This design comes from an exercise in tuning for small area and a short achievable clock period on the open sky130 flow, not from production work. Function was checked by simulation only, so behaviour that the tests miss may differ from the original. No activity file was given, so power comes from the tool's default toggle rates.

`flow/run.sh`:
```
#!/bin/bash
# synth_recipe.tcl (not shown) runs the flow's synth.tcl, then flattens the netlist and writes it again
# the make line also repeats each setting of config.mk as NAME=value (left out here)
make -C /OpenROAD-flow-scripts/flow DESIGN_CONFIG=/design/flow/config.mk WORK_HOME=/design/flow/orfs CLKGATE_MAP_FILE= SYNTH_SCRIPT=/design/flow/synth_recipe.tcl finish
```
`flow/config.mk`:
```
export PLATFORM = sky130hd
export DESIGN_NAME = KF6845
export DESIGN_NICKNAME = KF6845
export VERILOG_FILES = /design/flow/design.v
export SDC_FILE = /design/flow/constraint.sdc
export NUM_CORES = 4
export LEC_CHECK = 0
export CAP_MARGIN = 20
export CORE_MARGIN = 2
export CORE_UTILIZATION = 60
export SETUP_SLACK_MARGIN = 1.7
export SLEW_MARGIN = 20
```
`flow/constraint.sdc`:
```
create_clock -name core_clock -period 4.0 [get_ports {clock}]
set_input_delay 0.8000 -clock core_clock [delete_from_list [all_inputs] [get_ports {clock}]]
set_output_delay 0.8000 -clock core_clock [all_outputs]
set_load 0.01 [all_outputs]
```
`flow/design.v`:
```
module KF6845_Bus_Control_Logic (
    input   logic           clock,
    input   logic           reset,
    input   logic           CS_N,
    input   logic           RS,
    input   logic           ENABLE,
    input   logic           R_OR_W,
    input   logic   [7:0]   D_IN,
    output  logic   [7:0]   internal_data_bus,
    output  logic   [15:0]  write_register,
    output  logic           read_next,
    output  logic   [4:0]   address
);
    logic   [7:0]   latch_data;
    always_ff @(posedge clock) begin
        latch_data  <= D_IN;
    end
    assign  internal_data_bus   = latch_data;
    logic           wr_addr_arm;
    logic           wr_reg_arm;
    logic           wr_vt_arm;
    logic           wr_adj_arm;
    logic           wr_msl_arm;
    wire    sel_wr  = ENABLE & ~CS_N & ~R_OR_W;
    assign  read_next   = ENABLE & ~CS_N &  R_OR_W & RS;
    always_ff @(posedge clock, posedge reset) begin
        if (reset) begin
            wr_addr_arm     <= 1'b0;
            wr_reg_arm      <= 1'b0;
            wr_vt_arm       <= 1'b0;
            wr_adj_arm      <= 1'b0;
            wr_msl_arm      <= 1'b0;
        end
        else begin
            wr_addr_arm     <= sel_wr & ~RS;
            wr_reg_arm      <= sel_wr &  RS;
            wr_vt_arm       <= sel_wr &  RS & (address == 5'h04);
            wr_adj_arm      <= sel_wr &  RS & (address == 5'h05);
            wr_msl_arm      <= sel_wr &  RS & (address == 5'h09);
        end
    end
    always_ff @(posedge clock, posedge reset) begin
        if (reset)
            address             <= 5'h00;
        else if (wr_addr_arm & ~ENABLE)
            address             <= latch_data[4:0];
    end
    wire    write_reg   = wr_reg_arm & ~ENABLE;
    genvar i;
    generate
        for (i = 0; i < 16; i = i + 1) begin : g_we
            if (i == 4)
                assign  write_register[i]   = wr_vt_arm & ~ENABLE;
            else if (i == 5)
                assign  write_register[i]   = wr_adj_arm & ~ENABLE;
            else if (i == 9)
                assign  write_register[i]   = wr_msl_arm & ~ENABLE;
            else
                assign  write_register[i]   = write_reg & (address == i);
        end
    endgenerate
endmodule
module KF6845_Horizontal_Control (
    input   logic           clock,
    input   logic           video_clock_enable,
    input   logic           reset,
    input   logic   [7:0]   internal_data_bus,
    input   logic           write_horizontal_total_register,
    input   logic           write_horizontal_displayed_register,
    input   logic           write_horizontal_sync_position_register,
    input   logic           write_horizontal_sync_width_register,
    output  logic           Horizontal,
    output  logic           Horizontal_Half,
    output  logic           Horizontal_End,
    output  logic           H_Display,
    output  logic           HSYNC
);
    logic   [7:0]   horizontal_total;
    logic   [7:0]   horizontal_displayed;
    logic   [7:0]   horizontal_sync_position;
    logic   [3:0]   horizontal_sync_width;
    always_ff @(posedge clock, posedge reset) begin
        if (reset) begin
            horizontal_total            <= 8'h00;
            horizontal_displayed        <= 8'h00;
            horizontal_sync_position    <= 8'h00;
            horizontal_sync_width       <= 4'h0;
        end
        else begin
            if (write_horizontal_total_register)
                horizontal_total            <= internal_data_bus;
            if (write_horizontal_displayed_register)
                horizontal_displayed        <= internal_data_bus;
            if (write_horizontal_sync_position_register)
                horizontal_sync_position    <= internal_data_bus;
            if (write_horizontal_sync_width_register)
                horizontal_sync_width       <= internal_data_bus[3:0];
        end
    end
    logic   [7:0]   counter_plus_one;
    wire    [7:0]   next_horizontal_counter = Horizontal ? 8'h00 : counter_plus_one;
    always_ff @(posedge clock, posedge reset) begin
        if (reset)
            counter_plus_one    <= 8'h00;
        else if (video_clock_enable)
            counter_plus_one    <= next_horizontal_counter + 8'h01;
    end
    wire    wire_Horizontal         = (next_horizontal_counter == horizontal_total);
    wire    wire_Horizontal_Half    = (next_horizontal_counter == {1'b0, horizontal_total[7:1]});
    wire    wire_Horizontal_End     = (next_horizontal_counter == horizontal_displayed);
    wire    wire_Sync_Start         = (next_horizontal_counter == horizontal_sync_position);
    logic   [3:0]   horizontal_sync_width_counter;
    logic           reset_horizontal_sync_width;
    wire    [3:0]   next_horizontal_sync_width_counter =
                        reset_horizontal_sync_width ? 4'h0 :
                        HSYNC ? horizontal_sync_width_counter + 4'h1 : horizontal_sync_width_counter;
    wire    wire_reset_horizontal_sync_width = (next_horizontal_sync_width_counter == horizontal_sync_width);
    always_ff @(posedge clock, posedge reset) begin
        if (reset) begin
            horizontal_sync_width_counter   <= 4'h0;
            reset_horizontal_sync_width     <= 1'b0;
            Horizontal                      <= 1'b0;
            Horizontal_Half                 <= 1'b0;
            Horizontal_End                  <= 1'b0;
            H_Display                       <= 1'b0;
            HSYNC                           <= 1'b0;
        end
        else if (video_clock_enable) begin
            horizontal_sync_width_counter   <= next_horizontal_sync_width_counter;
            reset_horizontal_sync_width     <= wire_reset_horizontal_sync_width;
            Horizontal                      <= wire_Horizontal;
            Horizontal_Half                 <= wire_Horizontal_Half;
            Horizontal_End                  <= wire_Horizontal_End;
            H_Display                       <= ~wire_Horizontal_End & (wire_Horizontal | H_Display);
            HSYNC                           <= ~wire_reset_horizontal_sync_width & (wire_Sync_Start | HSYNC);
        end
    end
endmodule
module KF6845_Vertical_Control (
    input   logic           clock,
    input   logic           video_clock_enable,
    input   logic           reset,
    input   logic   [7:0]   internal_data_bus,
    input   logic           write_vertical_total_register,
    input   logic           write_vertical_total_adjust_register,
    input   logic           write_vertical_displayed_register,
    input   logic           write_vertical_sync_position_register,
    input   logic           write_interlace_mode_register,
    input   logic           write_maximum_scan_line_register,
    input   logic           Horizontal,
    input   logic           Horizontal_Half,
    output  logic           V_total_at,
    output  logic           Scanline_End_at,
    output  logic           V_Display,
    output  logic   [4:0]   RA,
    output  logic           VSYNC
);
    function automatic logic inc_eq7(input logic [6:0] a, input logic [6:0] b);
        logic [6:0] diff;
        logic [6:0] ones_below;
        integer i;
        begin
            diff = a ^ b;
            for (i = 0; i < 7; i = i + 1)
                ones_below[i] = ~|(~a & ((7'd1 << i) - 7'd1));
            inc_eq7 = (diff == ones_below);
        end
    endfunction
    function automatic logic inc_eq5(input logic [4:0] a, input logic [4:0] b);
        logic [4:0] diff;
        logic [4:0] ones_below;
        integer i;
        begin
            diff = a ^ b;
            for (i = 0; i < 5; i = i + 1)
                ones_below[i] = ~|(~a & ((5'd1 << i) - 5'd1));
            inc_eq5 = (diff == ones_below);
        end
    endfunction
    function automatic logic inc_eq4(input logic [3:0] a, input logic [3:0] b);
        logic [3:0] diff;
        logic [3:0] ones_below;
        integer i;
        begin
            diff = a ^ b;
            for (i = 0; i < 4; i = i + 1)
                ones_below[i] = ~|(~a & ((4'd1 << i) - 4'd1));
            inc_eq4 = (diff == ones_below);
        end
    endfunction
    function automatic logic inc2_eq5(input logic [4:0] a, input logic [4:0] b);
        inc2_eq5 = (a[0] == b[0]) & inc_eq4(a[4:1], b[4:1]);
    endfunction
    logic   [6:0]   vertical_total_m1;             
    wire    [6:0]   bus7_m1 = internal_data_bus[6:0] - 7'h01;
    logic   [4:0]   vertical_total_adjust;
    logic   [6:0]   vertical_displayed;
    logic   [6:0]   vertical_sync_position_m1;     
    logic   [1:0]   interlace_mode;
    logic   [4:0]   maximum_scan_line;
    always_ff @(posedge clock, posedge reset) begin
        if (reset) begin
            vertical_total_m1           <= 7'h7F;
            vertical_total_adjust       <= 5'h00;
            vertical_displayed          <= 7'h00;
            vertical_sync_position_m1   <= 7'h3E;
            interlace_mode              <= 2'b00;
            maximum_scan_line           <= 5'h00;
        end
        else begin
            if (write_vertical_total_register)
                vertical_total_m1       <= bus7_m1;
            if (write_vertical_total_adjust_register)
                vertical_total_adjust   <= internal_data_bus[4:0];
            if (write_vertical_displayed_register)
                vertical_displayed      <= internal_data_bus[6:0];
            if (write_vertical_sync_position_register)
                vertical_sync_position_m1   <= internal_data_bus[6:0] - 7'h01;
            if (write_interlace_mode_register)
                interlace_mode          <= internal_data_bus[1:0];
            if (write_maximum_scan_line_register)
                maximum_scan_line       <= internal_data_bus[4:0];
        end
    end
    logic   [4:0]   scan_line_counter;
    logic   [6:0]   character_row_counter;
    logic   [1:0]   interlace;
    logic           odd_or_even;
    logic           Vadjust;
    logic   [3:0]   Vsync_counter;
    logic           Vsync_odd;
    logic           Vsync_even;
    logic           scan_line_match;
    logic           adjust_match;
    logic           adjust_match_m1;
    logic           row_match;
    wire    adjust_zero     = ~|vertical_total_adjust;
    wire    v_total_match   = odd_or_even ? (adjust_zero ? row_match : (Vadjust & adjust_match_m1))
                                          : (Vadjust & adjust_match);
    wire    [4:0]   bus5    = internal_data_bus[4:0];
    wire    [6:0]   bus7    = internal_data_bus[6:0];
    wire    sl_eq_bus       = (scan_line_counter == bus5);
    wire    sl1_eq_bus      = inc_eq5(scan_line_counter, bus5);
    wire    sl2_eq_bus      = inc2_eq5(scan_line_counter, bus5);
    wire    sl1_eq_msl      = inc_eq5(scan_line_counter, maximum_scan_line);
    wire    sl2_eq_adj      = inc2_eq5(scan_line_counter, vertical_total_adjust);
    wire    bus5_zero       = (bus5 == 5'd0);
    wire    bus5_one        = (bus5 == 5'd1);
    wire    msl_zero        = ~|maximum_scan_line;
    wire    adj_one         = (vertical_total_adjust == 5'd1);
    wire    row_eq_bus      = (character_row_counter == bus7);
    wire    row1_eq_bus     = (character_row_counter == bus7_m1);
    wire    row1_eq_vt      = (character_row_counter == vertical_total_m1);
    wire    bus7_zero       = (bus7 == 7'd0);
    wire    vt_zero         = &vertical_total_m1;
    wire    we_msl          = write_maximum_scan_line_register;
    wire    we_adj          = write_vertical_total_adjust_register;
    wire    we_vt           = write_vertical_total_register;
    always_ff @(posedge clock, posedge reset) begin
        if (reset) begin
            scan_line_match     <= 1'b1;
            adjust_match        <= 1'b1;
            adjust_match_m1     <= 1'b0;
            row_match           <= 1'b1;
        end
        else if (video_clock_enable & Horizontal & (v_total_match | scan_line_match)) begin
            scan_line_match     <= we_msl ? bus5_zero : msl_zero;
            adjust_match        <= we_adj ? bus5_zero : adjust_zero;
            adjust_match_m1     <= we_adj ? bus5_one  : adj_one;
            if (v_total_match)
                row_match       <= we_vt ? bus7_zero : vt_zero;
            else
                row_match       <= we_vt ? row1_eq_bus : row1_eq_vt;
        end
        else if (video_clock_enable & Horizontal) begin
            scan_line_match     <= we_msl ? sl1_eq_bus : sl1_eq_msl;
            adjust_match        <= we_adj ? sl1_eq_bus : adjust_match_m1;
            adjust_match_m1     <= we_adj ? sl2_eq_bus : sl2_eq_adj;
            row_match           <= we_vt  ? row_eq_bus : row_match;
        end
        else begin
            scan_line_match     <= we_msl ? sl_eq_bus  : scan_line_match;
            adjust_match        <= we_adj ? sl_eq_bus  : adjust_match;
            adjust_match_m1     <= we_adj ? sl1_eq_bus : adjust_match_m1;
            row_match           <= we_vt  ? row_eq_bus : row_match;
        end
    end
    assign  Scanline_End_at = Horizontal & scan_line_match;
    assign  V_total_at      = Horizontal & v_total_match;
    wire    vdisp_zero  = ~|vertical_displayed;
    wire    vdisp_inc   = inc_eq7(character_row_counter, vertical_displayed);
    wire    vdisp_hold  = (character_row_counter == vertical_displayed);
    wire    vsp_zero    = &vertical_sync_position_m1;
    wire    vsp_inc     = (character_row_counter == vertical_sync_position_m1);
    wire    v_display_hold  = ~vdisp_hold & V_Display;
    wire    v_display_event = V_total_at      ? ~vdisp_zero :
                              Scanline_End_at ? (~vdisp_inc & V_Display) : v_display_hold;
    wire    vsync_start     = Scanline_End_at & (V_total_at ? vsp_zero : vsp_inc);
    always_ff @(posedge clock, posedge reset) begin
        if (reset) begin
            scan_line_counter       <= 5'h00;
            character_row_counter   <= 7'h00;
            interlace               <= 2'b00;
            odd_or_even             <= 1'b1;
            Vadjust                 <= 1'b0;
            V_Display               <= 1'b0;
            RA                      <= 5'h00;
            Vsync_counter           <= 4'h0;
            Vsync_odd               <= 1'b0;
            Vsync_even              <= 1'b0;
        end
        else begin
            V_Display               <= video_clock_enable ? v_display_event : v_display_hold;
            if (video_clock_enable) begin
                if (V_total_at)
                    character_row_counter   <= 7'h00;
                else if (Scanline_End_at)
                    character_row_counter   <= character_row_counter + 7'h01;
                if (V_total_at) begin
                    interlace           <= interlace_mode;
                    odd_or_even         <= ~interlace_mode[0] | ~odd_or_even;
                end
                if (V_total_at)
                    Vadjust             <= 1'b0;
                else if (Scanline_End_at & row_match)
                    Vadjust             <= 1'b1;
                if (Horizontal) begin
                    if (v_total_match | scan_line_match) begin
                        scan_line_counter   <= 5'h00;
                        RA                  <= {4'h0, (&interlace) & odd_or_even};
                    end
                    else begin
                        scan_line_counter   <= scan_line_counter + 5'h01;
                        RA                  <= RA + {3'h0, &interlace, ~&interlace};
                    end
                    if (vsync_start) begin
                        Vsync_odd           <= 1'b1;
                        Vsync_counter       <= 4'h0;
                    end
                    else begin
                        if (&Vsync_counter)
                            Vsync_odd       <= 1'b0;
                        Vsync_counter       <= Vsync_counter + 4'h1;
                    end
                end
                if (Horizontal_Half)
                    Vsync_even          <= Vsync_odd;
            end
        end
    end
    assign  VSYNC   = odd_or_even ? Vsync_odd : Vsync_even;
endmodule
module KF6845_Linear_Address_Generator (
    input   logic           clock,
    input   logic           video_clock_enable,
    input   logic           reset,
    input   logic   [7:0]   internal_data_bus,
    input   logic           write_start_address_h_register,
    input   logic           write_start_address_l_register,
    input   logic           Horizontal,
    input   logic           Horizontal_End,
    input   logic           V_total_at,
    input   logic           Scanline_End_at,
    output  logic   [13:0]  MA
);
    logic   [13:0]  start_address;
    always_ff @(posedge clock, posedge reset) begin
        if (reset)
            start_address   <= 14'h0;
        else begin
            if (write_start_address_h_register)
                start_address[13:8] <= internal_data_bus[5:0];
            if (write_start_address_l_register)
                start_address[7:0]  <= internal_data_bus;
        end
    end
    wire    [13:0]  increment_ma = MA + 14'h1;
    logic   [13:0]  retrace_ma;
    logic   [13:0]  next_line_ma;
    wire    [13:0]  line_ma = V_total_at ? start_address :
                              Scanline_End_at ? next_line_ma : retrace_ma;
    always_ff @(posedge clock, posedge reset) begin
        if (reset) begin
            retrace_ma      <= 14'h0;
            next_line_ma    <= 14'h0;
            MA              <= 14'h0;
        end
        else if (video_clock_enable) begin
            if (Horizontal)
                retrace_ma  <= line_ma;
            if (Horizontal_End)
                next_line_ma    <= increment_ma;
            MA              <= Horizontal ? line_ma : increment_ma;
        end
    end
endmodule
module KF6845_Cursor (
    input   logic           clock,
    input   logic           video_clock_enable,
    input   logic           reset,
    input   logic   [7:0]   internal_data_bus_in,
    input   logic           write_cursor_start_register,
    input   logic           write_cursor_end_register,
    input   logic           write_cursor_h_register,
    input   logic           write_cursor_l_register,
    output  logic   [13:0]  cursor_address,
    input   logic           V_total_at,
    input   logic   [4:0]   RA,
    input   logic   [13:0]  MA,
    output  logic           CURSOR
);
    logic   [1:0]   blink_config;
    logic   [4:0]   cursor_start;
    logic   [4:0]   cursor_end;
    always_ff @(posedge clock, posedge reset) begin
        if (reset) begin
            blink_config            <= 2'h1;
            cursor_start            <= 5'h0;
            cursor_end              <= 5'h0;
            cursor_address          <= 14'h0;
        end
        else begin
            if (write_cursor_start_register) begin
                blink_config        <= internal_data_bus_in[6:5];
                cursor_start        <= internal_data_bus_in[4:0];
            end
            if (write_cursor_end_register)
                cursor_end          <= internal_data_bus_in[4:0];
            if (write_cursor_h_register)
                cursor_address[13:8] <= internal_data_bus_in[5:0];
            if (write_cursor_l_register)
                cursor_address[7:0] <= internal_data_bus_in;
        end
    end
    logic   [4:0]   field_rate_counter;
    logic           cursor_on;
    wire    V_total = video_clock_enable & V_total_at;
    always_ff @(posedge clock, posedge reset) begin
        if (reset) begin
            field_rate_counter      <= 5'h0;
            cursor_on               <= 1'b0;
        end
        else begin
            if (V_total)
                field_rate_counter  <= field_rate_counter + 5'h1;
            if (~blink_config[1])
                cursor_on           <= ~blink_config[0];
            else if (V_total & ~|field_rate_counter[3:0] & (~blink_config[0] | ~field_rate_counter[4]))
                cursor_on           <= ~cursor_on;
        end
    end
    wire    cursor_character = (cursor_address == MA);
    wire    cursor_scanline  = (cursor_start <= RA) && (RA <= cursor_end);
    assign  CURSOR  = cursor_character & cursor_scanline & cursor_on;
endmodule
module KF6845_Light_Pen (
    input   logic           clock,
    input   logic           video_clock_enable,
    input   logic           reset,
    output  logic   [13:0]  light_pen,
    output  logic   [13:0]  next_light_pen,
    input   logic   [13:0]  MA,
    input   logic           LPSTB
);
    logic   prev_lpstb;
    always_ff @(posedge clock, posedge reset) begin
        if (reset)
            prev_lpstb      <= 1'b1;
        else if (video_clock_enable)
            prev_lpstb      <= LPSTB;
    end
    assign  next_light_pen  = (video_clock_enable & ~prev_lpstb & LPSTB) ? MA : light_pen;
    always_ff @(posedge clock, posedge reset) begin
        if (reset)
            light_pen       <= 14'h0;
        else
            light_pen       <= next_light_pen;
    end
endmodule
module KF6845 (
    input   logic           clock,
    input   logic           video_clock_enable,
    input   logic           reset,
    input   logic           CS_N,
    input   logic           RS,
    input   logic           ENABLE,
    input   logic           R_OR_W,
    input   logic   [7:0]   D_IN,
    output  logic   [7:0]   D_OUT,
    input   logic           LPSTB,
    output  logic           CURSOR,
    output  logic           HSYNC,
    output  logic           VSYNC,
    output  logic   [4:0]   RA,
    output  logic   [13:0]  MA,
    output  logic           DE
);
    logic   [7:0]   internal_data_bus;
    logic   [15:0]  write_register;
    logic           read_next;
    logic   [4:0]   address;
    logic   [13:0]  next_light_pen;
    logic           Horizontal;
    logic           Horizontal_Half;
    logic           Horizontal_End;
    logic           H_Display;
    logic           V_Display;
    logic           V_total_at;
    logic           Scanline_End_at;
    logic           CURSOR_Buffer;
    logic           HSYNC_Buffer;
    logic           VSYNC_Buffer;
    logic   [4:0]   RA_Buffer;
    logic   [13:0]  MA_Buffer;
    logic   [13:0]  cursor_address;
    logic   [13:0]  light_pen;
    KF6845_Bus_Control_Logic u_Bus_Control_Logic (
        .clock                                      (clock),
        .reset                                      (reset),
        .CS_N                                       (CS_N),
        .RS                                         (RS),
        .ENABLE                                     (ENABLE),
        .R_OR_W                                     (R_OR_W),
        .D_IN                                       (D_IN),
        .internal_data_bus                          (internal_data_bus),
        .write_register                             (write_register),
        .read_next                                  (read_next),
        .address                                    (address)
    );
    KF6845_Horizontal_Control u_Horizontal_Control (
        .clock                                      (clock),
        .video_clock_enable                         (video_clock_enable),
        .reset                                      (reset),
        .internal_data_bus                          (internal_data_bus),
        .write_horizontal_total_register            (write_register[0]),
        .write_horizontal_displayed_register        (write_register[1]),
        .write_horizontal_sync_position_register    (write_register[2]),
        .write_horizontal_sync_width_register       (write_register[3]),
        .Horizontal                                 (Horizontal),
        .Horizontal_Half                            (Horizontal_Half),
        .Horizontal_End                             (Horizontal_End),
        .H_Display                                  (H_Display),
        .HSYNC                                      (HSYNC_Buffer)
    );
    KF6845_Vertical_Control u_Vertical_Control (
        .clock                                      (clock),
        .video_clock_enable                         (video_clock_enable),
        .reset                                      (reset),
        .internal_data_bus                          (internal_data_bus),
        .write_vertical_total_register              (write_register[4]),
        .write_vertical_total_adjust_register       (write_register[5]),
        .write_vertical_displayed_register          (write_register[6]),
        .write_vertical_sync_position_register      (write_register[7]),
        .write_interlace_mode_register              (write_register[8]),
        .write_maximum_scan_line_register           (write_register[9]),
        .Horizontal                                 (Horizontal),
        .Horizontal_Half                            (Horizontal_Half),
        .V_total_at                                 (V_total_at),
        .V_Display                                  (V_Display),
        .Scanline_End_at                            (Scanline_End_at),
        .RA                                         (RA_Buffer),
        .VSYNC                                      (VSYNC_Buffer)
    );
    KF6845_Linear_Address_Generator u_Linear_Address_Generator (
        .clock                                      (clock),
        .video_clock_enable                         (video_clock_enable),
        .reset                                      (reset),
        .internal_data_bus                          (internal_data_bus),
        .write_start_address_h_register             (write_register[12]),
        .write_start_address_l_register             (write_register[13]),
        .Horizontal                                 (Horizontal),
        .Horizontal_End                             (Horizontal_End),
        .V_total_at                                 (V_total_at),
        .Scanline_End_at                            (Scanline_End_at),
        .MA                                         (MA_Buffer)
    );
    KF6845_Cursor u_Cursor (
        .clock                                      (clock),
        .video_clock_enable                         (video_clock_enable),
        .reset                                      (reset),
        .internal_data_bus_in                       (internal_data_bus),
        .write_cursor_start_register                (write_register[10]),
        .write_cursor_end_register                  (write_register[11]),
        .write_cursor_h_register                    (write_register[14]),
        .write_cursor_l_register                    (write_register[15]),
        .cursor_address                             (cursor_address),
        .V_total_at                                 (V_total_at),
        .RA                                         (RA_Buffer),
        .MA                                         (MA_Buffer),
        .CURSOR                                     (CURSOR_Buffer)
    );
    KF6845_Light_Pen u_Light_Pen (
        .clock                                      (clock),
        .video_clock_enable                         (video_clock_enable),
        .reset                                      (reset),
        .light_pen                                  (light_pen),
        .next_light_pen                             (next_light_pen),
        .MA                                         (MA),
        .LPSTB                                      (LPSTB)
    );
    logic   [7:0]   read_data;
    always_comb begin
        case (address)
            5'h0E:   read_data  = {2'b00, cursor_address[13:8]};
            5'h0F:   read_data  = cursor_address[7:0];
            5'h10:   read_data  = {2'b00, next_light_pen[13:8]};
            5'h11:   read_data  = next_light_pen[7:0];
            default: read_data  = 8'hFF;
        endcase
    end
    always_ff @(posedge clock, posedge reset) begin
        if (reset)
            D_OUT   <= 8'hFF;
        else
            D_OUT   <= read_next ? read_data : 8'hFF;
    end
    always_ff @(posedge clock, posedge reset) begin
        if (reset) begin
            CURSOR  <= 1'b0;
            HSYNC   <= 1'b0;
            VSYNC   <= 1'b0;
            RA      <= 5'h0;
            MA      <= 14'h0;
            DE      <= 1'b0;
        end
        else begin
            CURSOR  <= CURSOR_Buffer;
            HSYNC   <= HSYNC_Buffer;
            VSYNC   <= VSYNC_Buffer;
            RA      <= RA_Buffer;
            MA      <= MA_Buffer;
            DE      <= H_Display & V_Display;
        end
    end
endmodule
```
==> impl_results.md, run 1 <==
- Number of port buffers: 46
- Crit Path Max Fanout: 6
- Core area: around 22,000 sq um
- Yosys warning count: 7
- Avg Inst Size Synth: 10.1 sq um
- Flop pwr share: 45.9%
- Die width: 153 um
- Crit Path Class: reg2reg
- Most used cells in the layout excluding fill and tap cells: dfrtp_1, nand2_1, o21ai_0
- Hold Crit Depth: 0
- DIE HEIGHT: between 150 and 200 um
- Worst R2R Path Depth: 8
- Fin cells: 1,665
- WL/cell: 20.6 um
- Hold Crit Endpoint: RA[4]$_DFF_PP0_
- EDFF count, synth: 0
- Max Cap Viol: 0
- Final critical-path share of the clock period: approximately three fifths
- Yosys reg bits: 263
- Post-Synthesis Cell Area: 13,400 sq um
- Worst vdd ir: 516 uV
- Sw frac: 32.1%
- Fin worst setup slack: 1660 ps
- First-pass GRT wire length: approximately 55 mm
- Sw Pwr: 0.00266 W
- Inserted Clock Buffers: 29
- CP Launch Type: flip-flop
- Clock power share: 31.8%
- First-pass detailed-route iteration total: 5
- Met3 usage: around 4.6%
- Min-delay src: u_Vertical_Control.RA[4]$_DFFE_PP0P_
- Crit end category: flip-flop
- RD Place Congestion: about 0.86
- CTS tree: yes
- Worst slew pin tran: 949 ps
- Fmax: around 430 MHz
- Vias: 10,200
- Internal power: 0.00563 W
- Post-DP HPWL: approximately 22 mm
- # IOs: 47
- GRT Util Overall: between 20 and 30%
- Total gr overflow: 0
- CTS Root Cell: clkbuf_16
- GRT met2 Usage: 46.5%
- Hold Path Class: reg2reg
- Post-Synthesis Cells: approximately 1,300
- Clock Latency Late Sink: ~550 ps
- Worst R2R Setup Slack: 1660 ps
- Syn Nets: around 1,400
- Total power: 0.00829 W
- Post-cts hold buffer count: 0
- Share of layout cells above drive strength 1: around 17%
- Sequential-to-total area share from yosys stat: slightly below 50%
- DRT iter0 DRCs: around 750
- Slew HR: 36.6%
- Die ar.: ~23,000 sq um
- Htree depth: 1
- Post-synth ARST share: a little over nine tenths
- DRT antenna net count: 0
- Worst r2r dst: u_Vertical_Control.row_match$_DFFE_PP1P_
- Starting Density: 61.2%
- Setup TNS: 0 ps
- Comb pwr share: 22.3%
- DRC viols: 0
- RSZ-0062 raised after global routing: true
- RR Startpoint: u_Bus_Control_Logic.latch_data[0]$_DFF_P_
- Post-Route WL: 34.2 mm
- Placed cells: 1,597
- Site Rows: 54
- Status: finished clean
- CTS Buffer Depth: 3
- Area Overhead vs Synth: 13.9%
- P_leak: 6.62 nW
- GR met1 Demand/Resource: 42.6%
- Antenna violations before repair: 0
- Predominant post-synthesis flop cell: dfrtp_1
- Vias in the first global route: between 9,000 and 10,000
- Final min period: 2340 ps
- Global route hottest layer: met2
- Worst EP required: 4470 ps
- Via density: between 6 and 7
- Reg clk slew, reported paths: 60 ps
- Post-Route Skew: around 16 ps
- Final hold vios: 0
- Commonest non-fill, non-tap cell in the layout: dfrtp_1
- Max Slew Vio Count: 0
- Fin nets: around 1,400
- Clk sinks: 263
- Power Dens Cells: 544 nW/um^2
- Antenna Cells: 0
- Data arrival, critical path: 2820 ps
- Pin count of the biggest net entering global routing: 58
- Synth unique cells: 84
- Final setup fails: 0
- DP Worst Slack: between 800 and 900 ps
## sequential cells by signal, indices dropped and copies added, names as in the netlist, 7 cells and up
signal / cells
u_Linear_Address_Generator.start_address: 14
u_Vertical_Control.vertical_total_m1: 7
u_Linear_Address_Generator.MA: 14
u_Horizontal_Control.counter_plus_one: 8
u_Vertical_Control.character_row_counter: 7
MA: 14
u_Horizontal_Control.horizontal_displayed: 8
u_Linear_Address_Generator.retrace_ma: 14
u_Vertical_Control.vertical_displayed: 7
u_Linear_Address_Generator.next_line_ma: 14
u_Bus_Control_Logic.latch_data: 8
D_OUT: 8
u_Horizontal_Control.horizontal_sync_position: 8
u_Light_Pen.light_pen: 14
u_Horizontal_Control.horizontal_total: 8
u_Vertical_Control.vertical_sync_position_m1: 7
u_Cursor.cursor_address: 14
## power groups by stage
stage               combinational [W]  clock (W)  sequential [W]
global placement              0.00178          0         0.00382
finish                        0.00185    0.00263         0.00381
global route                  0.00208    0.00276         0.00389
detailed placement            0.00182          0         0.00383
floorplan                     0.00151          0         0.00351
CTS                           0.00183    0.00268         0.00379
## per-stage QoR
stage / hold WS [ps] / util (%) / cell area [sq um]
3_3_place_gp: 430 / 64.5 / 14100
2_1_floorplan: 349 / - / 13400
4_1_cts: 445 / 69.1 / 15100
5_1_grt: 460 / 69.8 / 15200
6_report: 444 / 69.8 / 15200
3_5_place_dp: 436 / 64.5 / 14100
## Yosys cell counts, drive strengths merged, types with 4 or more instances
library cell | n | share of area (%)
nor4 | 6 | 0.33
xor2 | 31 | 2.0
dfxtp | 8 | 1.2
a21o | 7 | 0.39
o221ai | 4 | 0.26
dfstp | 26 | 5.1
nor2b | 17 | 0.80
nand2b | 16 | 0.81
xnor2 | 75 | 4.9
o21ai | 121 | 4.6
clkbuf | 45 | 1.3
mux2i | 16 | 1.2
o31ai | 10 | 0.60
nor4bb | 8 | 0.60
o22ai | 4 | 0.19
a221oi | 5 | 0.37
o21a | 18 | 1.0
nand4b | 4 | 0.26
and2 | 7 | 0.33
inv | 35 | 0.98
o211ai | 6 | 0.34
a31oi | 19 | 1.0
nor3 | 25 | 1.1
and3 | 8 | 0.37
or3 | 9 | 0.50
nand4 | 23 | 1.1
a21oi | 46 | 1.9
nand3 | 64 | 2.4
o2bb2ai | 4 | 0.26
nand2 | 147 | 4.1
dfrtp | 229 | 43
mux2 | 80 | 6.7
o32ai | 10 | 0.66
nor4b | 7 | 0.46
buf | 42 | 1.5
ha | 25 | 2.3
nor2 | 80 | 2.3
## worst max-delay path by stage
stage | startpoint | endpoint | slack [ps] | depth (start not counted)
floorplan | reset | CURSOR$_DFF_PP0_ | -140 | 1
global placement | ENABLE | u_Linear_Address_Generator.start_address[13]$_DFFE_PP0P_ | 890 | 6
detailed placement | ENABLE | u_Vertical_Control.row_match$_DFFE_PP1P_ | 860 | 7
CTS | u_Bus_Control_Logic.latch_data[0]$_DFF_P_ | u_Vertical_Control.row_match$_DFFE_PP1P_ | 1530 | 9
global route | u_Bus_Control_Logic.latch_data[0]$_DFF_P_ | u_Vertical_Control.row_match$_DFFE_PP1P_ | 1640 | 8
finish | u_Bus_Control_Logic.latch_data[0]$_DFF_P_ | u_Vertical_Control.row_match$_DFFE_PP1P_ | 1660 | 8
## critical path, cell delays in order (launching register included)
cell and delay, ps:
dfxtp_1 400, clkinvlp_4 240, ha_1 300, xnor2_1 420, and3_1 240, o32ai_1 100, nor4b_2 270, nand4_1 130
a31oi_1 180
## layer usage
layer	wire length (um)	part of all wire [%]
met1	15400	45
met4	947	2.8
met5	0	0
met3	2140	6.3
met2	15700	46
## cell families (layout without fill, tap and decap cells)
| family | after synthesis | after routing | share of synthesized area, % |
|---|---|---|---|
| compound gates | 273 | 274 | 12.8 |
| xor+xnor | 106 | 106 | 6.95 |
| simple gates | 442 | 442 | 16.8 |
| flops | 263 | 263 | 49.2 |
| buf+inv | 123 | 178 | 3.82 |
| fa+ha+maj | 26 | 26 | 2.49 |
| mux | 96 | 96 | 7.94 |
## layout make-up
| cell class | instances | area (sq um) |
|---|---|---|
| fillers | 1708 | 6600 |
| flip-flops and latches | 263 | 6580 |
| multi-input cells | 944 | 6380 |
| repair buffers | 88 | 830 |
| clock buffers | 41 | 811 |
| well taps | 280 | 350 |
| inverters | 36 | 150 |
| clock inverters | 13 | 130 |
## repair_timing
action | CTS | global route
endpoints found under the setup margin | 107 | 52
gates resized for setup | 19 | 16
setup buffers | 5 | 8
gates cloned | 1 | 0
pin swaps | 2 | 2
==> run 2, diff against run 1 <==
--- a/flow/config.mk
+++ b/flow/config.mk
@@ -9,4 +9,5 @@
 export CORE_MARGIN = 2
 export CORE_UTILIZATION = 60
-export SETUP_SLACK_MARGIN = 1.7
+export SETUP_SLACK_MARGIN = 2.2
 export SLEW_MARGIN = 20
+export TNS_END_PERCENT = 5
==> run 2 against run 1 <==
Still clean. Sequential share of layout area shrank 0.82 points. Hold slack is essentially flat. Cell count grew 1.4%. Total power grew 0.97%. Register-to-register slack gained 200 ps. Count of clock-buffer cells in the layout is the same. Wire length grew 2.6%. Critical path depth shrank 2. Largest cell class unchanged.
==> impl_results.md, run 2 <==
- Status: finished clean
- Slew HR: 37.7%
- Synth unique cells: 84
- CP max-delay cell: dfstp_2
- Worst R2R Path Depth: 6
- First-pass detailed-route iteration total: 5
- First-pass GRT wire length: 55.8 mm
- Worst R2R Setup Slack: 1860 ps
- Sequential-to-total area share from yosys stat: about half
- Commonest non-fill, non-tap cell in the layout: dfrtp_1
- Via density: about 6
- CTS Buffer Depth: 3
- Yosys warning count: 7
- Vias: about 10,000
- Hold Crit Endpoint: RA[4]$_DFF_PP0_
- Post-Synthesis Cells: roughly 1,300
- Area Overhead vs Synth: 16.5%
- Post-DP Area: approximately 14,000 sq um
- Worst vdd ir: 515 uV
- CP Cell Sequence: and3b_1 > a41o_4 > o21ai_4 > buf_12 > mux2_4 > mux2_4
- Met3 usage: under 10%
- Data arrival, critical path: 2590 ps
- Area leader, netlist: dfrtp_1
- DIE HEIGHT: about 150 um
- DRT iter0 DRCs: 723
- Slowest stage delay, CP: about 550 ps
- Post-Route WL: 35.1 mm
- Placed cells: 1,597
- Synth area leaders: dfrtp_1, mux2_2, dfstp_2, xnor2_1, o21ai_0
- Post-route cell area: ~16,000 sq um
- Fin cells: 1,689
- Final hold vios: 0
- Power Dens Cells: between 500 and 600 nW/um^2
- Crit Path Max Fanout: 6
- Crit end category: flip-flop
- Clk sinks: 263
- Hold Path Class: reg2reg
- Avg Inst Size Synth: between 10 and 15 sq um
- Global route hottest layer: met2
- Syn Nets: 1,371
- GRT Util Overall: between 20% and 30%
- Share of layout cells above drive strength 1: 21.1%
- Max Cap Viol: 0
- CTS Root Cell: clkbuf_16
- Most common library cells after synthesis: dfrtp_1, nand2_1, o21ai_0
- RR Startpoint: u_Vertical_Control.odd_or_even$_DFFE_PP1P_
- Fmax: 466 MHz
- Clock Latency Late Sink: 560 ps
- Share of the synthesized area in the top cell type: about 43%
- Core area: between 20,000 and 25,000 sq um
- WL/cell: around 21 um
- Reg clk slew, reported paths: 60 ps
- Vias in the first global route: 9,975
- Fin nets: about 1,400
- GR met1 Demand/Resource: a little over two fifths
- Antenna violations before repair: 0
- RSZ-0062 raised after global routing: true
- RD Place Congestion: about 0.86
- Final setup fails: 0
- Most used cells in the layout excluding fill and tap cells: dfrtp_1, nand2_1, o21ai_0
- Antenna Cells: 0
- Post-Route Skew: between 15 and 20 ps
- Number of port buffers: 46
- EDFF count, synth: 0
- Worst r2r dst: u_Linear_Address_Generator.retrace_ma[1]$_DFFE_PP0P_
- Yosys reg bits: 263
- Post-synth ARST share: 97.0%
- CTS tree: yes
- DRT antenna net count: 0
- Site Rows: 54
- DRC viols: 0
- Final critical-path share of the clock period: between 50% and 60%
- Post-Synthesis Cell Area: 13,400 sq um
- Pin count of the biggest net entering global routing: 58
- Htree depth: 1
- Final min period: 2140 ps
- Post-cts hold buffer count: 0
- Worst slew pin tran: 932 ps
- GRT met2 Usage: between 40% and 50%
- # IOs: between 40 and 50
- Core Util, Final: between 70% and 80%
- Hold Crit Depth: 0
- Min-delay src: u_Vertical_Control.RA[4]$_DFFE_PP0P_
- Die ar.: approximately 23,000 sq um
- Predominant post-synthesis flop cell: dfrtp_1
- Post-DP HPWL: about 22 mm
- CP Launch Type: flip-flop
- Most numerous cell in the Yosys netlist: dfrtp_1
- Die width: approximately 150 um
- Crit Path Class: reg2reg
- Total gr overflow: 0
- Worst EP required: between 4000 and 5000 ps
- Max Slew Vio Count: 0
- Starting Density: between 60% and 70%
- P_leak: slightly below 7 nW
- Inserted Clock Buffers: 29
- Top cell by count, worst path: mux2_4
[run 2: cell counts after synthesis]
No cell type changed its count.
[run 2: logic make-up after synthesis]
group	count (synthesis)	share of synthesized area (%)
AO/OA/AOI/OAI	273	12.8
buffers and inverters	123	3.82
adder cells (fa/ha/maj)	26	2.49
XOR/XNOR	106	6.95
AND/OR/NAND/NOR	442	16.8
multiplexers	96	7.94
flip-flops	263	49.2
[run 2: timing repair]
action / 4_1_cts / 5_1_grt
gates cloned: 2 / 0
setup buffers: 13 / 23
setup endpoints to repair: 242 / 191
pin swaps: 7 / 19
gates resized for setup: 84 / 42
[run 2: area by class of cell]
type / instances / area, sq um
clock buffers: 41 / 811
clock inverters: 13 / 130
fillers: 1674 / 6250
inverters: 36 / 146
multi-input cells: 945 / 6510
flip-flops and latches: 263 / 6600
well taps: 280 / 350
repair buffers: 111 / 1020
[run 2: critical path, delay by kind of cell, from the launching register on]
family / cells / cell delay, ps
and+or+nand+nor: 1 / 180
AOI/OAI and AO/OA: 2 / 600
muxes: 2 / 550
buffers and inverters: 1 / 150
DFF: 1 / 550
[run 2: layer usage]
metal  vias up  share of wire [%]
met5         -                  0
met4         0                2.9
met3        70                6.6
met2       364                 46
met1      5201                 45
li1       4807                  -
[run 2: per-stage QoR]
| stage | total power (W) | hold slack [ps] | worst slack [ps] | TNS, ps |
|---|---|---|---|---|
| 6_report | 0.00837 | 444 | 1860 | 0 |
| 5_1_grt | 0.00880 | 460 | 1760 | 0 |
| 4_1_cts | 0.00828 | 445 | 1890 | 0 |
| 3_5_place_dp | 0.00565 | 436 | 860 | 0 |
| 3_3_place_gp | 0.00560 | 430 | 893 | 0 |
| 2_1_floorplan | 0.00501 | 349 | -136 | -31240 |
[run 2: worst max-delay path by stage]
| stage | cells after the start | slack [ps] | end | start |
|---|---|---|---|---|
| final | 6 | 1860 | u_Linear_Address_Generator.retrace_ma[1]$_DFFE_PP0P_ | u_Vertical_Control.odd_or_even$_DFFE_PP1P_ |
| after floorplan | 1 | -140 | CURSOR$_DFF_PP0_ | reset |
| after CTS | 6 | 1890 | u_Linear_Address_Generator.MA[6]$_DFFE_PP0P_ | u_Vertical_Control.odd_or_even$_DFFE_PP1P_ |
| after global routing | 6 | 1760 | u_Linear_Address_Generator.MA[13]$_DFFE_PP0P_ | u_Linear_Address_Generator.MA[6]$_DFFE_PP0P_ |
| after detailed placement | 7 | 860 | u_Vertical_Control.row_match$_DFFE_PP1P_ | ENABLE |
| after global placement | 6 | 890 | u_Linear_Address_Generator.start_address[13]$_DFFE_PP0P_ | ENABLE |
[run 2: where the power goes]
part	switching (W)	total, W	leakage, nW	internal [W]
Combinational	0.000963	0.00192	3.09	0.000954
Sequential	0.000649	0.00381	3.27	0.00316
Clock	0.00110	0.00264	0.464	0.00154
==> run 3, diff against run 2 <==
--- a/flow/config.mk
+++ b/flow/config.mk
@@ -6,8 +6,8 @@
 export NUM_CORES = 4
 export LEC_CHECK = 0
+export ABC_AREA = 1
 export CAP_MARGIN = 20
 export CORE_MARGIN = 2
 export CORE_UTILIZATION = 60
-export SETUP_SLACK_MARGIN = 2.2
+export SETUP_SLACK_MARGIN = 2.0
 export SLEW_MARGIN = 20
-export TNS_END_PERCENT = 5
==> run 3 against run 2 <==
Still clean on timing, DRC and antenna. Count of clock-buffer cells in the layout down 1. Hold slack lost 7.1 ps. Cell area fell by 3.6%. Total power up 4.1%. Combinational power rose by 24%. Register-to-register slack better by 160 ps. Die area decreased by 2.2%. Wire length fell by 1.1%. Sequential power barely moved. Non-clock buffer count decreased by 28. Synthesized cell count increased by 17%. Critical endpoint is now u_Vertical_Control.row_match$_DFFE_PP1P_.
==> impl_results.md, run 3 <==
- CP startpoint: u_Bus_Control_Logic.latch_data[1]$_DFF_P_
- Vias: 10,900
- First-pass detailed-route iteration total: 5
- Avg Inst Size Synth: 8.40 sq um
- Post-Synthesis Cell Area: about 13,000 sq um
- Worst slew pin tran: between 700 and 800 ps
- Post-DP HPWL: 22.4 mm
- Clk sinks: ~260
- Worst R2R Path Depth: 14
- Post-route cell area: about 15,000 sq um
- DRC viols: 0
- DRT iter0 DRCs: 802
- Worst vdd ir: 434 uV
- Hold Crit Depth: 0
- Post-DP Area: approximately 14,000 sq um
- Most used cells in the layout excluding fill and tap cells: nand2_1, dfrtp_1, o21ai_0
- Crit Path Class: reg2reg
- Via density: 5.71
- Antenna violations before repair: 0
- Predominant post-synthesis flop cell: dfrtp_1
- Pin count of the biggest net entering global routing: 90
- Post-cts hold buffer count: 0
- CTS Root Cell: clkbuf_16
- Syn Nets: 1,597
- Starting Density: 61.5%
- Final critical-path share of the clock period: 49.6%
- Post-Route WL: around 35 mm
- Slowest stage delay, CP: 400 ps
- Status: finished clean
- Max Cap Viol: 0
- Post-Synthesis Cells: 1,555
- Area Overhead vs Synth: 14.9%
- EDFF count, synth: 0
- Fmax: 504 MHz
- CP Cell Sequence: clkinvlp_4 > buf_4 > ha_1 > inv_1 > nand3_1 > nand2_1 > nand2_1 > nand2_1 > nand2_1 > nor2_1 > nand2_1 > nor2_1 > nand3_1 > a21oi_1
- Core area: about 21,000 sq um
- Worst R2R Setup Slack: 2020 ps
- Reg clk slew, reported paths: around 60 ps
- Htree depth: 1
- Final setup fails: 0
- Antenna Cells: 0
- Most numerous cell in the Yosys netlist: nand2_1
- Crit Path Max Fanout: 10
- Power Dens Cells: 580 nW/um^2
- DIE HEIGHT: 152 um
- CTS Buffer Depth: 3
- Hold Path Class: reg2reg
- Area leader, netlist: dfrtp_1
- DRT antenna net count: 0
- RSZ-0062 raised after global routing: true
- WL/cell: 18.1 um
- Clock Latency Late Sink: between 500 and 600 ps
- Most common library cells after synthesis: nand2_1, dfrtp_1, o21ai_0
- Min-delay src: u_Vertical_Control.RA[2]$_DFFE_PP0P_
- Die ar.: ~23,000 sq um
- RD Place Congestion: 0.905
- Max Slew Vio Count: 0
- Post-synth ARST share: 97.0%
- Synth unique cells: 55
- Hold Crit Endpoint: RA[2]$_DFF_PP0_
- Commonest non-fill, non-tap cell in the layout: nand2_1
- First-pass GRT wire length: 54.4 mm
- Crit end category: flip-flop
- Top cell by count, worst path: nand2_1
- CP Launch Type: flip-flop
- CTS tree: yes
- Data arrival, critical path: 2450 ps
- GRT Util Overall: ~30%
- Vias in the first global route: 10,200
- Share of layout cells above drive strength 1: 13.2%
- Yosys warning count: 7
- Hold WS: 437 ps
- Total power: 0.00871 W
- Slew HR: roughly half
- Site Rows: 53
- CP max-delay cell: dfxtp_2
- Worst EP required: 4470 ps
- RR Startpoint: u_Bus_Control_Logic.latch_data[1]$_DFF_P_
- Total gr overflow: 0
- Final hold vios: 0
- Die width: between 150 and 200 um
- Synth area leaders: dfrtp_1, nand2_1, o21ai_0, dfstp_2, inv_1
- # IOs: 47
- Share of the synthesized area in the top cell type: 43.9%
- Number of port buffers: 46
- Yosys reg bits: 263
- P_leak: ~7 nW
- Fin nets: about 1,700
- Post-Route Skew: 12.0 ps
- Worst r2r dst: u_Vertical_Control.row_match$_DFFE_PP1P_
- Sequential-to-total area share from yosys stat: 50.3%
- Inserted Clock Buffers: 28
- Setup TNS: 0 ps
- Final min period: 1980 ps
[run 3: changes by cell type after synthesis, moves of 23 or more]
cell,previous run,this run
mux2_2,79,0
xnor2_1,75,30
nand2_1,147,464
nand3_1,64,87
o21ai_0,119,153
inv_1,35,145
[run 3: worst max-delay path: cells and delay by family (launching register included)]
family	cells	cell delay (ps)
buffers and inverters	3	350
AND/OR/NAND/NOR	9	720
adder cells (fa/ha/maj)	1	300
AO/OA/AOI/OAI	1	150
flip-flops	1	400
[run 3: power by group]
part / total, W / switching [W] / leakage (nW) / internal, W
Combinational: 0.00238 / 0.00143 / 3.30 / 0.000949
Sequential: 0.00378 / 0.000539 / 3.33 / 0.00324
Clock: 0.00255 / 0.00106 / 0.452 / 0.00149
[run 3: metal layers]
layer	wire length, um	up-vias	track usage, %
met5	0	-	0
met2	15600	390	47.1
met3	2370	85	5.24
met4	1290	0	11.1
li1	-	5236	-
met1	15500	5218	43.7
[run 3: kinds of logic (layout without fill, tap and decap cells)]
family	count (synthesis)	count (layout)	share of synthesized area (%)
AOI/OAI and AO/OA	245	245	10.4
buffers and inverters	210	292	6.65
DFF	263	263	50.3
muxes	1	1	0.0767
and+or+nand+nor	738	741	25.1
adders and majority gates	26	26	2.55
xor gates and xnor gates	72	72	4.83
[run 3: how the worst max path moves through the flow]
stage / to / slack (ps) / cells after the start
after floorplan: CURSOR$_DFF_PP0_ / -140 / 1
after global placement: u_Vertical_Control.V_Display$_DFF_PP0_ / 960 / 10
after detailed placement: u_Vertical_Control.V_Display$_DFF_PP0_ / 900 / 10
after CTS: u_Vertical_Control.row_match$_DFFE_PP1P_ / 1860 / 13
after global routing: u_Vertical_Control.row_match$_DFFE_PP1P_ / 1910 / 14
final: u_Vertical_Control.row_match$_DFFE_PP1P_ / 2020 / 14
[run 3: metrics by stage]
stage / utilization, % / setup WS (ps) / std cells
3_3_place_gp: 64.5 / 957 / 1832
3_5_place_dp: 64.5 / 895 / 1832
2_1_floorplan: - / -136 / 1555
4_1_cts: 69.6 / 1860 / 1899
6_report: 70.7 / 2020 / 1915
5_1_grt: 70.7 / 1910 / 1915
[run 3: area by class of cell]
class | count | area, sq um
flip-flops and latches | 263 | 6590
fillers | 1715 | 6210
multi-input cells | 1085 | 5750
clock buffers | 40 | 827
repair buffers | 83 | 773
inverters | 157 | 636
well taps | 275 | 344
clock inverters | 10 | 77.6
repair inverters | 2 | 10.0
[run 3: what timing repair did]
| action | 4_1_cts | 5_1_grt |
|---|---|---|
| gates resized for setup | 91 | 55 |
| buffers inserted | 15 | 13 |
| setup endpoints to repair | 197 | 107 |
| pin swaps | 2 | 3 |
| endpoints found under the hold margin | 0 | 0 |
| cloned | 2 | 3 |
==> run 4, diff against run 3 <==
--- a/flow/config.mk
+++ b/flow/config.mk
@@ -6,8 +6,8 @@
 export NUM_CORES = 4
 export LEC_CHECK = 0
-export ABC_AREA = 1
 export CAP_MARGIN = 20
 export CORE_MARGIN = 2
 export CORE_UTILIZATION = 60
+export CTS_BUF_LIST = sky130_fd_sc_hd__clkbuf_8
 export SETUP_SLACK_MARGIN = 2.0
 export SLEW_MARGIN = 20
==> run 4 against run 3 <==
Still clean. Sequential share of layout area fell by 1.9 points. Combinational power fell by 17%. Register-to-register slack got worse by 70 ps. Critical path depth fell by 5. Hold slack improved by 26 ps. Core utilization rose by 1.4 points. Critical endpoint unchanged. Largest cell class unchanged.
==> impl_results.md, run 4 <==
- Status: finished clean
- Slowest stage delay, CP: 510 ps
- DRT antenna net count: 0
- P_leak: 6.95 nW
- Slew HR: between 20 and 30%
- Final hold vios: 0
- Post-synthesis simple-gate area fraction: 16.8%
- Data arrival, critical path: between 2000 and 3000 ps
- Crit Path Max Fanout: 4
- Area leader, netlist: dfrtp_1
- RSZ-0062 raised after global routing: true
- DRC viols: 0
- Post-synth ARST share: 97.0%
- Delay-heaviest family, CP: simple AND/OR/NAND/NOR gates
- EDFF count, synth: 0
- Final critical-path share of the clock period: 51.3%
- Post-Route WL: 34.6 mm
- Post-synthesis adder-cell area fraction: ~2.5%
- CTS Root Cell: clkbuf_8
- First-pass GRT wire length: roughly 55 mm
- DRT iter0 DRCs: around 760
- Sequential-to-total area share from yosys stat: 49.2%
- Post-DP Area: 14,100 sq um
- Most numerous cell in the Yosys netlist: dfrtp_1
- Site Rows: 54
- Crit end category: flip-flop
- Synth Area in XOR/XNOR: 6.95%
- Fill cells: 1,636
- Power Dens Cells: 514 nW/um^2
- First-pass detailed-route iteration total: 5
- Compound-gate portion of the synthesized area: 12.8%
- Post-Route Skew: 15.4 ps
- Worst slew pin tran: 1080 ps
- Clk sinks: 263
- Share of the synthesized area in the top cell type: 42.9%
- Post-Synthesis Cells: 1,329
- Htree depth: 2
- Inserted Clock Buffers: 44
- Fin nets: 1,455
- Final min period: approximately 2000 ps
- Largest family of logic cells by synthesized area: simple AND/OR/NAND/NOR gates
- CTS Buffer Depth: 3
- CP max-delay cell: or4b_4
- CTS tree: yes
- Most used cells in the layout excluding fill and tap cells: dfrtp_1, nand2_1, o21ai_0
- Avg Inst Size Synth: 10.1 sq um
- Post-cts hold buffer count: 0
- Most common library cells after synthesis: dfrtp_1, nand2_1, o21ai_0
- Max Cap Viol: 0
- Die width: between 150 and 200 um
- Crit Path Class: reg2reg
- Post-DP HPWL: between 20 and 25 mm
- Core area: 21,800 sq um
- CP Cell Sequence: buf_12 > inv_12 > ha_4 > or4b_4 > mux2i_1 > o211ai_1 > xnor2_1 > nand4_1 > a31oi_1
- Yosys warning count: 7
- WL/cell: between 20 and 25 um
- Vias in the first global route: ~10,000
- Fmax: 488 MHz
- Area Overhead vs Synth: 17.7%
- Syn Nets: 1,371
- Share of layout cells above drive strength 1: roughly 24%
- Via density: 6.02
- Vias: 10,400
- Post-Synthesis Cell Area: 13,400 sq um
- RD Place Congestion: 0.856
- Post-route cell area: ~16,000 sq um
- Synth area leaders: dfrtp_1, mux2_2, dfstp_2, xnor2_1, o21ai_0
- Antenna violations before repair: 2
- Worst EP required: 4480 ps
- Hold Path Class: reg2reg
- Mux contribution to synthesized area: 7.94%
- # IOs: 47
- Clock Latency Late Sink: between 500 and 600 ps
- Final setup fails: 0
- Total gr overflow: 0
- CP bufs+invs: 2
- Hold WS: 463 ps
- Die ar.: 23,500 sq um
- Worst vdd ir: just over 400 uV
- Worst R2R Setup Slack: 1950 ps
- Max Slew Vio Count: 0
- Pin count of the biggest net entering global routing: 177
- Commonest non-fill, non-tap cell in the layout: dfrtp_1
- Number of port buffers: 46
- Predominant post-synthesis flop cell: dfrtp_1
- Synth unique cells: 84
- GRT Util Overall: between 20% and 30%
- Yosys reg bits: approximately 260
- Starting Density: approximately three fifths
- CP Launch Type: flip-flop
- DIE HEIGHT: between 150 and 200 um
- Reg clk slew, reported paths: 60 ps
run 4: cell types whose count changed in the layout (fill, tap and decap cells not counted), moves of 15 or more:
cell	delta
nand2_1	-317
inv_1	-90
mux2_2	+78
clkbuf_8	+48
xnor2_1	+43
o21ai_0	-41
clkbuf_16	-29
buf_4	+28
nand3_1	-24
a21oi_1	+16
a31oi_1	+15
mux2i_1	+15
o21a_1	+15
run 4: area by class of cell:
cell class                 instances  area, sq um  area share, %
clock buffer                      54          743           4.72
sequential                       263         6610           42.0
inverter                          36          159           1.01
clock inverter                    24          101          0.644
multi-input combinational        944         6580           41.8
antenna                            2         5.00         0.0318
timing repair buffer             124         1190           7.55
tap                              280          350           2.23
run 4: repair_timing:
| action | in CTS | in global routing |
|---|---|---|
| buffers inserted | 27 | 28 |
| endpoints found under the setup margin | 228 | 95 |
| gates resized for setup | 129 | 76 |
| pin swaps | 12 | 15 |
| cloned | 1 | 0 |
run 4: path summary, 6_finish.rpt:
path | start | end | cells past startpoint
worst min-delay path | u_Vertical_Control.RA[4]$_DFFE_PP0P_ | RA[4]$_DFF_PP0_ | 0
worst max-delay path | u_Bus_Control_Logic.latch_data[0]$_DFF_P_ | u_Vertical_Control.row_match$_DFFE_PP1P_ | 9
worst min register to register | u_Vertical_Control.RA[4]$_DFFE_PP0P_ | RA[4]$_DFF_PP0_ | 0
min in group asynchronous | reset | u_Light_Pen.light_pen[0]$_DFF_PP0_ | 3
worst max register to register | u_Bus_Control_Logic.latch_data[0]$_DFF_P_ | u_Vertical_Control.row_match$_DFFE_PP1P_ | 9
max in group asynchronous | reset | u_Horizontal_Control.Horizontal$_DFFE_PP0P_ | 3
run 4: cells by family after synthesis:
group | Yosys count
AOI/OAI and AO/OA | 273
buffers and inverters | 123
and+or+nand+nor | 442
muxes | 96
xor gates and xnor gates | 106
DFF | 263
adders and majority gates | 26
run 4: per-layer routing:
metal,wire (um),vias to the layer above,GRT usage (%)
li1,-,4861,-
met1,15400,5113,42.0
met2,16000,351,45.9
met5,0,-,0
met3,2290,71,5.39
met4,890,0,10.3
run 4: power by group:
part           switching (W)  internal [W]
combinational       0.000980       0.00100
sequential          0.000645       0.00317
clock                0.00107       0.00121
run 4: per-stage QoR:
stage / power [W] / utilization, % / cells / worst slack (ps) / setup TNS, ps
2_1_floorplan: 0.00502 / - / 1329 / -136 / -31240
3_3_place_gp: 0.00560 / 64.4 / 1591 / 872 / 0
3_5_place_dp: 0.00564 / 64.4 / 1591 / 807 / 0
4_1_cts: 0.00797 / 70.2 / 1697 / 1960 / 0
5_1_grt: 0.00856 / 72.1 / 1725 / 1840 / 0
6_report: 0.00808 / 72.1 / 1727 / 1950 / 0
==> run 5, diff against run 4 <==
--- a/flow/config.mk
+++ b/flow/config.mk
@@ -6,4 +6,5 @@
 export NUM_CORES = 4
 export LEC_CHECK = 0
+export ABC_AREA = 1
 export CAP_MARGIN = 20
 export CORE_MARGIN = 2
==> run 5 against run 4 <==
Via count grew 5.4%. Sequential cell count did not move. Global-route usage rose by 1.0 points. Register-to-register slack improved by 50 ps. Hold slack lost 6.8 ps. Total power increased by 5.5%. Fmax up 1.1%. Largest cell class unchanged.
==> impl_results.md, run 5 <==
- Status: finished clean
- DRT iter0 DRCs: between 800 and 900
- First-pass detailed-route iteration total: 6
- # IOs: 47
- Area leader, netlist: dfrtp_1
- Post-Synthesis Cells: 1,555
- Starting Density: 61.5%
- CTS Root Cell: clkbuf_8
- Worst R2R Path Depth: 14
- Yosys warning count: 7
- RR Startpoint: u_Bus_Control_Logic.latch_data[1]$_DFF_P_
- Fin nets: 1,666
- GRT Util Overall: between 30% and 40%
- P_leak: 7.08 nW
- Worst EP required: 4470 ps
- Crit Path Class: in2reg
- CP max-delay cell: clkdlybuf4s50_1
- Total gr overflow: 0
- Number of port buffers: 46
- Post-Route WL: 34.6 mm
- Via density: 5.68
- Hold Crit Depth: 0
- Die ar.: 23,000 sq um
- Max Slew Vio Count: 0
- Worst slew pin tran: 766 ps
- Top cell by count, worst path: a21oi_1
- Antenna violations before repair: 0
- Core area: around 21,000 sq um
- Post-DP HPWL: 22.4 mm
- Worst r2r dst: u_Vertical_Control.row_match$_DFFE_PP1P_
- Pin count of the biggest net entering global routing: 90
- Area Overhead vs Synth: 14.4%
- Most common library cells after synthesis: nand2_1, dfrtp_1, o21ai_0
- Max Cap Viol: 0
- CTS Buffer Depth: 3
- Clk sinks: 263
- Slew HR: 48.6%
- DIE HEIGHT: 152 um
- RSZ-0062 raised after global routing: true
- Synth unique cells: 55
- DRT antenna net count: 0
- CTS tree: yes
- Final setup fails: 0
- Site Rows: 53
- Setup TNS: 0 ps
- Antenna Cells: 0
- Data arrival, critical path: 2500 ps
- Share of layout cells above drive strength 1: 14.1%
- CP Cell Sequence: clkdlybuf4s50_1 > inv_4 > nand2_4 > nand2_2 > or3_1 > a21oi_1 > nor2_1 > a21oi_1
- Crit Path Max Fanout: 10
- Most numerous cell in the Yosys netlist: nand2_1
- Worst R2R Setup Slack: 2000 ps
- Most used cells in the layout excluding fill and tap cells: nand2_1, dfrtp_1, o21ai_0
- Share of the synthesized area in the top cell type: between 40% and 50%
- Vias in the first global route: 10,300
- EDFF count, synth: 0
- Commonest non-fill, non-tap cell in the layout: nand2_1
- DRC viols: 0
- Reg clk slew, reported paths: 60 ps
- Slowest stage delay, CP: 570 ps
- Fin cells: 1,930
- Predominant post-synthesis flop cell: dfrtp_1
- Synth area leaders: dfrtp_1, nand2_1, o21ai_0, dfstp_2, inv_1
- Syn Nets: between 1,500 and 2,000
- Post-Route Skew: 19.9 ps
- Final critical-path share of the clock period: 50.7%
- First-pass GRT wire length: 54.2 mm
- Crit end category: flip-flop
- Hold Path Class: reg2reg
- Placed cells: between 1,500 and 2,000
- Post-Synthesis Cell Area: 13,100 sq um
- Min-delay src: u_Vertical_Control.RA[2]$_DFFE_PP0P_
- WL/cell: 17.9 um
- Sequential-to-total area share from yosys stat: about half
- Final hold vios: 0
- Hold Crit Endpoint: RA[2]$_DFF_PP0_
- CP Launch Type: input port
- Clock Latency Late Sink: between 500 and 600 ps
- Power Dens Cells: 571 nW/um^2
- RD Place Congestion: 0.905
- Vias: 11,000
- Fmax: between 400 and 500 MHz
- Worst vdd ir: 307 uV
- Inserted Clock Buffers: 44
- Final min period: 2030 ps
- Post-synth ARST share: between 90% and 100%
- Avg Inst Size Synth: around 8.4 sq um
- Die width: about 150 um
- Yosys reg bits: between 200 and 300
- Htree depth: 2
==> run 5: kinds of logic after synthesis <==
family / share of synthesized area [%]
AND/OR/NAND/NOR: 25.1
AO/OA/AOI/OAI: 10.4
multiplexers: 0.0767
flip-flops: 50.3
XOR/XNOR: 4.83
buffers and inverters: 6.65
adder cells (fa/ha/maj): 2.55
==> run 5: repair_timing <==
item	4_1_cts	5_1_grt
gates resized for setup	101	51
setup endpoints to repair	190	92
pin swaps	2	2
buffers inserted	10	6
cloned	2	3
hold buffers	0	0
==> run 5: worst max-delay path: cells and delay by family <==
kind / cells / cell delay, ps
AO/OA/AOI/OAI: 2 / 340
AND/OR/NAND/NOR: 4 / 660
buffers and inverters: 2 / 700
==> run 5: worst max-delay path by stage <==
| stage | startpoint | endpoint | slack [ps] | cells past startpoint |
|---|---|---|---|---|
| finish | ENABLE | u_Vertical_Control.row_match$_DFFE_PP1P_ | 1970 | 8 |
| CTS | u_Bus_Control_Logic.latch_data[0]$_DFF_P_ | u_Vertical_Control.row_match$_DFFE_PP1P_ | 1880 | 13 |
| detailed placement | video_clock_enable | u_Vertical_Control.V_Display$_DFF_PP0_ | 900 | 10 |
| floorplan | reset | CURSOR$_DFF_PP0_ | -140 | 1 |
| global route | ENABLE | u_Vertical_Control.row_match$_DFFE_PP1P_ | 1900 | 13 |
| global placement | video_clock_enable | u_Vertical_Control.V_Display$_DFF_PP0_ | 960 | 10 |
==> run 5: layout make-up <==
| type | instances | area [sq um] |
|---|---|---|
| fill | 1705 | 6280 |
| tap | 275 | 344 |
| multi-input combinational | 1085 | 5810 |
| timing repair buffer | 71 | 669 |
| clock buffer | 56 | 771 |
| inverter | 157 | 629 |
| sequential | 263 | 6590 |
| clock inverter | 21 | 120 |
| timing repair inverter | 2 | 12.5 |
==> run 5: stage by stage <==
| stage | hold slack [ps] | power [W] | worst slack (ps) | utilization [%] | cell area (sq um) |
|---|---|---|---|---|---|
| 6_report | 456 | 0.00853 | 1970 | 70.4 | 14900 |
| 5_1_grt | 455 | 0.00906 | 1900 | 70.4 | 14900 |
| 4_1_cts | 454 | 0.00847 | 1880 | 69.5 | 14700 |
| 3_5_place_dp | 430 | 0.00607 | 895 | 64.5 | 13700 |
| 3_3_place_gp | 429 | 0.00599 | 957 | 64.5 | 13700 |
| 2_1_floorplan | 352 | 0.00529 | -136 | - | 13100 |
==> run 5: power breakdown <==
group | switching (W) | internal, W
Combinational | 0.00142 | 0.000912
Clock | 0.00109 | 0.00132
Sequential | 0.000547 | 0.00324
==> run 5: metal layers <==
layer / global-route usage, % / vias up / part of all wire, %
li1: - / 5240 / -
met1: 43.7 / 5255 / 45
met2: 46.6 / 383 / 45
met3: 5.33 / 82 / 6.9
met4: 12.4 / 0 / 3.4
met5: 0 / - / 0
==> run 6, diff against run 5 <==
--- a/flow/config.mk
+++ b/flow/config.mk
@@ -6,9 +6,7 @@
 export NUM_CORES = 4
 export LEC_CHECK = 0
-export ABC_AREA = 1
 export CAP_MARGIN = 20
 export CORE_MARGIN = 2
 export CORE_UTILIZATION = 60
-export CTS_BUF_LIST = sky130_fd_sc_hd__clkbuf_8
 export SETUP_SLACK_MARGIN = 2.0
 export SLEW_MARGIN = 20
==> run 6 against run 5 <==
Sequential share of layout area shrank 2.4 points. Total power grew 1.4%. Setup slack lost 66 ps. Cell area grew 6.0%. Synthesized cell count shrank 15%. Sequential cell count is the same. Hold slack gained 9.1 ps. Largest cell class unchanged. Clock skew is essentially flat. Count of clock-buffer cells in the layout shrank 14. Via count shrank 5.5%.
==> impl_results.md, run 6 <==
- Setup TNS: 0 ps
- Fmax: 478 MHz
- Total power: between 0.008 and 0.009 W
- Most used cells in the layout excluding fill and tap cells: dfrtp_1, nand2_1, o21ai_0
- Worst vdd ir: 450 uV
- GRT Util Overall: a little under 30%
- Area Overhead vs Synth: 18.6%
- CP max-delay cell: or4b_4
- Compound-gate portion of the synthesized area: 12.8%
- Post-synth ARST share: a little over nine tenths
- Max Slew Vio Count: 0
- Crit end category: flip-flop
- Synth Area in XOR/XNOR: 6.95%
- CP Launch Type: flip-flop
- Reg clk slew, reported paths: approximately 60 ps
- Core area: 21,800 sq um
- Worst EP required: roughly 4500 ps
- Pin count of the biggest net entering global routing: between 150 and 200
- Crit Path Max Fanout: 16
- CTS Buffer Depth: 3
- Fin worst setup slack: around 1900 ps
- DP Worst Slack: a little over 800 ps
- Crit Path Class: reg2reg
- Largest family of logic cells by synthesized area: simple AND/OR/NAND/NOR gates
- Synth unique cells: 84
- Yosys reg bits: 263
- RSZ-0062 raised after global routing: true
- Post-DP Area: 14,100 sq um
- RD Place Congestion: 0.856
- Hold Crit Endpoint: RA[4]$_DFF_PP0_
- Post-Synthesis Cells: 1,329
- Hold WS: 465 ps
- Min-delay src: u_Vertical_Control.RA[4]$_DFFE_PP0P_
- Predominant post-synthesis flop cell: dfrtp_1
- Fin nets: 1,438
- Most numerous cell in the Yosys netlist: dfrtp_1
- Total gr overflow: 0
- Vias: 10,400
- Post-synthesis adder-cell area fraction: under 10%
- Synth area leaders: dfrtp_1, mux2_2, dfstp_2, xnor2_1, o21ai_0
- P_leak: 6.89 nW
- Inserted Clock Buffers: 28
- Status: finished clean
- DRT iter0 DRCs: 701
- Avg Inst Size Synth: around 10 sq um
- Post-cts hold buffer count: 0
- DRC viols: 0
- Share of layout cells above drive strength 1: 23.1%
- Hold Crit Depth: 0
run 6: report_power, final:
group | leakage, nW | total [W] | switching, W | internal [W]
registers | 3.27 | 0.00383 | 0.000661 | 0.00316
logic | 3.11 | 0.00194 | 0.000961 | 0.000978
clock network | 0.506 | 0.00288 | 0.00107 | 0.00181
total | 6.89 | 0.00865 | 0.00269 | 0.00595
run 6: cell families after synthesis:
logic type	count (synthesis)
AO/OA/AOI/OAI	273
XOR/XNOR	106
adder cells (fa/ha/maj)	26
buffers and inverters	123
flip-flops	263
multiplexers	96
AND/OR/NAND/NOR	442
run 6: per-stage QoR:
step | util (%) | cells
after detailed placement | 64.4 | 1591
after global placement | 64.4 | 1591
final | 72.6 | 1699
after global routing | 72.6 | 1698
after CTS | 71.0 | 1671
after floorplan | - | 1329
run 6: final cells by class:
cell class / instances / area [sq um]
multi-input cells: 946 / 6580
clock buffers: 42 / 865
diodes: 1 / 2.50
fillers: 1578 / 5980
inverters: 36 / 159
repair buffers: 121 / 1100
well taps: 280 / 350
clock inverters: 10 / 183
flip-flops and latches: 263 / 6610
run 6: critical path: cells and delay by family, from the launching register on:
family / cells / cell delay (ps)
compound gates: 2 / 360
flops: 1 / 510
mux: 1 / 210
xor+xnor: 1 / 190
simple gates: 2 / 750
run 6: routing by layer:
| metal | routed length (um) | GRT usage (%) | vias to the layer above |
|---|---|---|---|
| met4 | 1090 | 9.66 | 0 |
| met1 | 15300 | 42.4 | 5057 |
| met2 | 16100 | 46.5 | 375 |
| li1 | - | - | 4841 |
| met3 | 2250 | 4.28 | 80 |
| met5 | 0 | 0 | - |
run 6: worst max path at each step:
stage	end	startpoint
finish	u_Vertical_Control.row_match$_DFFE_PP1P_	u_Bus_Control_Logic.latch_data[2]$_DFF_P_
global route	u_Vertical_Control.row_match$_DFFE_PP1P_	u_Bus_Control_Logic.latch_data[0]$_DFF_P_
CTS	u_Linear_Address_Generator.MA[13]$_DFFE_PP0P_	u_Linear_Address_Generator.MA[6]$_DFFE_PP0P_
detailed placement	D_OUT[4]$_DFF_PP1_	video_clock_enable
global placement	D_OUT[2]$_DFF_PP1_	video_clock_enable
floorplan	CURSOR$_DFF_PP0_	reset
run 6: repair_timing:
action / 4_1_cts / 5_1_grt
pin swaps: 10 / 18
gates cloned: 1 / 2
resized for setup: 122 / 47
endpoints found under the hold margin: 0 / 0
buffers inserted: 27 / 25
endpoints found under the setup margin: 229 / 89

==> afterwards: timing with drivers on the ports <==
How much do the figures lean on ideal ports? The routed layouts below were timed once more, with nothing changed but the port constraints.
Step 1, drivers: a clkbuf_16 drives clock and a buf_2 each remaining input, both assumed.
Step 2 times the ports against the registers' clock, not the clock port: input delays grow and output delays shrink by t, the midpoint of the rising clock arrivals with the driver on.
a / b / c = ideal / step 1 / step 2; a / b = the first two.
run | shift t [ns] | slack for setup (ns)
run 1 | 0.595 | 1.657 / 1.657 / 1.246
run 2 | 0.597 | 1.856 / 1.856 / 1.387
run 3 | 0.588 | 2.017 / 1.979 / 1.520
run 4 | 0.591 | 1.950 / 1.950 / 1.556
run 5 | 0.589 | 1.973 / 1.985 / 1.406
run 6 | 0.587 | 1.907 / 1.907 / 1.507
After both steps every run listed still meets setup and hold.
